What follows belongs to an exercise in optimizing a design on an open flow for small area and a short achievable clock period; a production flow would make more cautious choices. RTL that was checked went through simulation tests only; none was proved equivalent to the original. Power is estimated from default activity; no workload was simulated.

== JK ==
==> flow/design.v <==
module TIMER_TOP (
	input  wire        sys_clk,
	input  wire        sys_rst_n,
	input  wire        tim_psel,
	input  wire        tim_write,
	input  wire        tim_penable,
	input  wire [11:0] tim_paddr,
	input  wire [31:0] tim_pwdata,
	output wire [31:0] tim_prdata,
	input  wire [3:0]  tim_pstrb,
	output wire        tim_pready,
	output wire        tim_int,
	input  wire        dbg_mode
);
	reg apb_wait;    
	reg rdy_rd;      
	reg rdy_wr;      
	always @(posedge sys_clk or negedge sys_rst_n) begin
		if (~sys_rst_n) begin
			apb_wait <= 1'b0;
			rdy_rd   <= 1'b0;
			rdy_wr   <= 1'b0;
		end else begin
			apb_wait <= tim_psel & ~tim_penable;
			rdy_rd   <= apb_wait & ~tim_write;
			rdy_wr   <= apb_wait &  tim_write;
		end
	end
	assign tim_pready = rdy_rd | rdy_wr;
	reg sel_tcr, sel_tdr0, sel_tdr1, sel_tcmp0, sel_tcmp1, sel_tier, sel_tisr, sel_thcsr;
	wire addr_hi0 = (tim_paddr[11:5] == 7'd0) & (tim_paddr[1:0] == 2'd0);
	wire [31:0] wdata = tim_pwdata & {{8{tim_pstrb[3]}}, {8{tim_pstrb[2]}}, {8{tim_pstrb[1]}}, {8{tim_pstrb[0]}}};
	wire we_tcr   = rdy_wr & sel_tcr;
	wire we_tdr0  = rdy_wr & sel_tdr0;
	wire we_tdr1  = rdy_wr & sel_tdr1;
	wire we_tcmp0 = rdy_wr & sel_tcmp0;
	wire we_tcmp1 = rdy_wr & sel_tcmp1;
	wire we_tier  = rdy_wr & sel_tier;
	wire we_tisr  = rdy_wr & sel_tisr;
	wire we_thcsr = rdy_wr & sel_thcsr;
	reg       timer_en;
	reg       div_en;
	reg [3:0] div_val;
	wire tcr_same   = {wdata[11:8], wdata[1]} == {div_val, div_en};
	wire tcr_gt8    = wdata[11] & (|wdata[10:8]);
	wire tcr_en_we  = we_tcr & tcr_same;
	wire tcr_div_we = we_tcr & ~wdata[0] & ~timer_en & ~tcr_gt8;
	always @(posedge sys_clk or negedge sys_rst_n) begin
		if (~sys_rst_n) begin
			timer_en <= 1'b0;
		end else if (tcr_en_we) begin
			timer_en <= wdata[0];
		end
	end
	always @(posedge sys_clk or negedge sys_rst_n) begin
		if (~sys_rst_n) begin
			div_en   <= 1'b0;
			div_val  <= 4'd1;
		end else if (tcr_div_we) begin
			div_en   <= wdata[1];
			div_val  <= wdata[11:8];
		end
	end
	reg int_en, int_st, halt_req;
	wire halt_ack = halt_req & dbg_mode;
	always @(posedge sys_clk or negedge sys_rst_n) begin
		if (~sys_rst_n) begin
			int_en   <= 1'b0;
			halt_req <= 1'b0;
		end else begin
			if (we_tier)  int_en   <= wdata[0];
			if (we_thcsr) halt_req <= wdata[0];
		end
	end
	assign tim_int = int_st & int_en;
	reg [7:0] p;
	reg       p_tc;
	wire [7:1] p_ones;    
	assign p_ones[1] = p[1];
	genvar gi;
	generate
		for (gi = 2; gi < 8; gi = gi + 1) begin : g_pones
			assign p_ones[gi] = p_ones[gi-1] & p[gi];
		end
	endgenerate
	reg p_before_tc;      
	always @(*) begin
		case (div_val)
			4'd1: p_before_tc = ~p[0];
			4'd2: p_before_tc = ~p[0] & p_ones[1];
			4'd3: p_before_tc = ~p[0] & p_ones[2];
			4'd4: p_before_tc = ~p[0] & p_ones[3];
			4'd5: p_before_tc = ~p[0] & p_ones[4];
			4'd6: p_before_tc = ~p[0] & p_ones[5];
			4'd7: p_before_tc = ~p[0] & p_ones[6];
			4'd8: p_before_tc = ~p[0] & p_ones[7];
			default: p_before_tc = 1'b0;
		endcase
	end
	wire div_zero = (div_val == 4'd0);
	always @(posedge sys_clk) begin
		if (~timer_en) begin
			p    <= 8'd0;
			p_tc <= div_zero;
		end else if (~halt_ack) begin
			p    <= p_tc ? 8'd0 : p + 8'd1;
			p_tc <= p_tc ? div_zero : p_before_tc;
		end
	end
	wire cnt_en = timer_en & ~halt_ack & (~div_en | p_tc);
	always @(posedge sys_clk) begin
		sel_tcr   <= sel_tcr_d;
		sel_tdr0  <= sel_tdr0_d;
		sel_tdr1  <= sel_tdr1_d;
		sel_tcmp0 <= sel_tcmp0_d;
		sel_tcmp1 <= sel_tcmp1_d;
		sel_tier  <= sel_tier_d;
		sel_tisr  <= sel_tisr_d;
		sel_thcsr <= sel_thcsr_d;
	end
	reg out_of_reset;
	always @(posedge sys_clk or negedge sys_rst_n) begin
		if (~sys_rst_n)
			out_of_reset <= 1'b0;
		else
			out_of_reset <= 1'b1;
	end
	reg timer_en_d;
	reg [31:0] cnt_lo, cnt_hi;
	wire clr = (timer_en_d & ~timer_en) | ~out_of_reset;
	always @(posedge sys_clk) begin
		timer_en_d <= timer_en;
	end
	reg lo_full_q;    
	wire [63:0] cnt = {cnt_hi, cnt_lo};
	wire [63:0] ones_below;    
	wire [7:0]  blk_ones;      
	genvar bi, bk;
	generate
		for (bi = 0; bi < 8; bi = bi + 1) begin : g_blk
			assign blk_ones[bi] = &cnt[8*bi+7:8*bi];
			for (bk = 0; bk < 8; bk = bk + 1) begin : g_bit
				if (bi == 0 && bk == 0)
					assign ones_below[0] = 1'b1;
				else if (bk == 0 && bi == 4)
					assign ones_below[32] = lo_full_q;
				else if (bk == 0 && bi > 4)
					assign ones_below[8*bi] = lo_full_q & (&blk_ones[bi-1:4]);
				else if (bk == 0)
					assign ones_below[8*bi] = &blk_ones[bi-1:0];
				else
					assign ones_below[8*bi+bk] = ones_below[8*bi] & (&cnt[8*bi+bk-1:8*bi]);
			end
		end
	endgenerate
	always @(posedge sys_clk) begin
		if (clr)
			lo_full_q <= 1'b0;
		else if (we_tdr0)
			lo_full_q <= &wdata;
		else if (cnt_en)
			lo_full_q <= ~cnt_lo[0] & (&cnt_lo[31:1]);
	end
	wire [63:0] cnt_inc = cnt ^ ({64{cnt_en}} & ones_below);
	always @(posedge sys_clk) begin
		if (clr) begin
			cnt_lo <= 32'd0;
			cnt_hi <= 32'd0;
		end else begin
			cnt_lo <= we_tdr0 ? wdata : cnt_inc[31:0];
			cnt_hi <= we_tdr1 ? wdata : cnt_inc[63:32];
		end
	end
	reg [31:0] tcmp0_n, tcmp1_n;
	always @(posedge sys_clk) begin
		if (~out_of_reset) begin
			tcmp0_n <= 32'h0;
			tcmp1_n <= 32'h0;
		end else begin
			if (we_tcmp0) tcmp0_n <= ~wdata;
			if (we_tcmp1) tcmp1_n <= ~wdata;
		end
	end
	wire [31:0] tcmp0 = ~tcmp0_n, tcmp1 = ~tcmp1_n;
	wire cmp = ({tcmp1, tcmp0} == {cnt_hi, cnt_lo});
	always @(posedge sys_clk or negedge sys_rst_n) begin
		if (~sys_rst_n) begin
			int_st <= 1'b0;
		end else if (we_tisr & wdata[0]) begin
			int_st <= 1'b0;
		end else if (int_en & cmp) begin
			int_st <= 1'b1;
		end
	end
	wire sel_tcr_d   = addr_hi0 & (tim_paddr[4:2] == 3'd0);
	wire sel_tdr0_d  = addr_hi0 & (tim_paddr[4:2] == 3'd1);
	wire sel_tdr1_d  = addr_hi0 & (tim_paddr[4:2] == 3'd2);
	wire sel_tcmp0_d = addr_hi0 & (tim_paddr[4:2] == 3'd3);
	wire sel_tcmp1_d = addr_hi0 & (tim_paddr[4:2] == 3'd4);
	wire sel_tier_d  = addr_hi0 & (tim_paddr[4:2] == 3'd5);
	wire sel_tisr_d  = addr_hi0 & (tim_paddr[4:2] == 3'd6);
	wire sel_thcsr_d = addr_hi0 & (tim_paddr[4:2] == 3'd7);
	wire int_st_nw   = int_st | (int_en & cmp);
	reg [31:0] rd_q;
	reg        rd_halt_q;
	always @(posedge sys_clk) begin
		rd_q <=
			  ({32{sel_tcr_d}}   & {20'd0, div_val, 6'd0, div_en, timer_en})
			| ({32{sel_tdr0_d}}  & cnt_inc[31:0])
			| ({32{sel_tdr1_d}}  & cnt_inc[63:32])
			| ({32{sel_tcmp0_d}} & ~tcmp0_n)
			| ({32{sel_tcmp1_d}} & ~tcmp1_n)
			| ({32{sel_tier_d}}  & {31'd0, int_en})
			| ({32{sel_tisr_d}}  & {31'd0, int_st_nw})
			| ({32{sel_thcsr_d}} & {31'd0, halt_req});
		rd_halt_q <= sel_thcsr_d & halt_req;
	end
	assign tim_prdata = {rd_q[31:2], rd_q[1] | (rd_halt_q & dbg_mode), rd_q[0]};
endmodule
export LEC_CHECK = 0
export CAP_MARGIN = 20
export CORE_MARGIN = 2
export CORE_UTILIZATION = 40
export SETUP_SLACK_MARGIN = 2.9
export SLEW_MARGIN = 20
create_clock -name core_clock -period 5.5 [get_ports {sys_clk}]
standard.sh (not shown) runs the stock make flow with config.mk's settings and CLKGATE_MAP_FILE= SYNTH_SCRIPT=/design/flow/synth_recipe.tcl, a recipe that flattens the netlist after the stock synthesis.
==> flow/flow/run.sh <==
#!/bin/bash
set -euo pipefail
WD=$PWD
CLUSTER=$(cat flow/cts_cluster_size 2>/dev/null || echo 30)
CTS_EXTRA=$(cat flow/cts_extra 2>/dev/null || true)
export BUFFER_PORTS_ARGS="-buffer_cell sky130_fd_sc_hd__buf_1"
export CTS_ARGS="-sink_clustering_enable -repair_clock_nets -buf_list sky130_fd_sc_hd__clkbuf_8 -dont_use_dummy_load -sink_clustering_size $CLUSTER $CTS_EXTRA"
if [[ -f flow/abc.script ]]; then
  rm -rf "$WD/scripts_abc"
  cp -r "$FLOW_HOME/scripts" "$WD/scripts_abc"
  cp flow/abc.script "$WD/scripts_abc/abc_speed.script"
  bash standard.sh "SCRIPTS_DIR=$WD/scripts_abc" synth > synth_flow.log 2>&1
fi
bash standard.sh "BUFFER_PORTS_ARGS=$BUFFER_PORTS_ARGS" "CTS_ARGS=$CTS_ARGS" finish > standard_flow.log 2>&1
==> flow/flow/abc.script <==
&get -n
&st
&dch
&nf
&put
Every stage of the flow completed for JK, and the final layout passed the timing, DRC and antenna checks.
The inputs of MS differ from those of JK as listed below.
--- a/flow/design.v
+++ b/flow/design.v
@@ -129,40 +129,27 @@
 	reg [31:0] cnt_lo, cnt_hi;
 	wire clr = (timer_en_d & ~timer_en) | ~out_of_reset;
 	always @(posedge sys_clk) begin
 		timer_en_d <= timer_en;
 	end
-	reg lo_full_q;    
 	wire [63:0] cnt = {cnt_hi, cnt_lo};
 	wire [63:0] ones_below;    
 	wire [7:0]  blk_ones;      
 	genvar bi, bk;
 	generate
 		for (bi = 0; bi < 8; bi = bi + 1) begin : g_blk
 			assign blk_ones[bi] = &cnt[8*bi+7:8*bi];
 			for (bk = 0; bk < 8; bk = bk + 1) begin : g_bit
 				if (bi == 0 && bk == 0)
 					assign ones_below[0] = 1'b1;
-				else if (bk == 0 && bi == 4)
-					assign ones_below[32] = lo_full_q;
-				else if (bk == 0 && bi > 4)
-					assign ones_below[8*bi] = lo_full_q & (&blk_ones[bi-1:4]);
 				else if (bk == 0)
 					assign ones_below[8*bi] = &blk_ones[bi-1:0];
 				else
 					assign ones_below[8*bi+bk] = ones_below[8*bi] & (&cnt[8*bi+bk-1:8*bi]);
 			end
 		end
 	endgenerate
-	always @(posedge sys_clk) begin
-		if (clr)
-			lo_full_q <= 1'b0;
-		else if (we_tdr0)
-			lo_full_q <= &wdata;
-		else if (cnt_en)
-			lo_full_q <= ~cnt_lo[0] & (&cnt_lo[31:1]);
-	end
 	wire [63:0] cnt_inc = cnt ^ ({64{cnt_en}} & ones_below);
 	always @(posedge sys_clk) begin
 		if (clr) begin
 			cnt_lo <= 32'd0;
 			cnt_hi <= 32'd0;
[summary]
As far as TritonCTS buffer count goes, MS and JK are indistinguishable; the numbers are identical.
Going from JK to MS, sequential cell count went down; final critical-path setup slack went up; endpoint required time on the critical path went down; time the final worst path needs with I/O delays and setup went down.
Across both runs, final critical-path share of the clock period was lower for MS than for JK.
Fraction of power consumed by the clock network: MS vs JK down 0.5 points
Summary: area enclosed by the die boundary, MS better than JK
Total inserted antenna cells for MS: 1 down relative to JK
On overall power of the completed layout: MS sits above JK.
MS drops more vias than JK.
No functional check of the RTL was part of JK.

port drivers added, routing unchanged:
The results above use ideal ports. As a check the final layouts listed here were re-extracted and re-timed, cells and wires unchanged. Step 1 assumes that a clkbuf_16 drives the clock port and a buf_2 every other input. Step 2 also shifts input and output timing later by t, the mid clock arrival at the registers, as if the neighbouring blocks saw the same clock. Three values: no drivers, after step 1, after step 2; two values: the first two.
run | t, ns | setup slack, ns | worst slew at a driven data input, ns
JK | 0.498 | 2.856 / 2.865 / 2.367 | 0.08
MS | 0.502 | 2.898 / 2.857 / 2.510 | 0.05
After both steps setup and hold are still met in every run listed. The setup slack of JK, which loses most, moves by +0.009 ns with the drivers and by -0.489 ns with both steps.
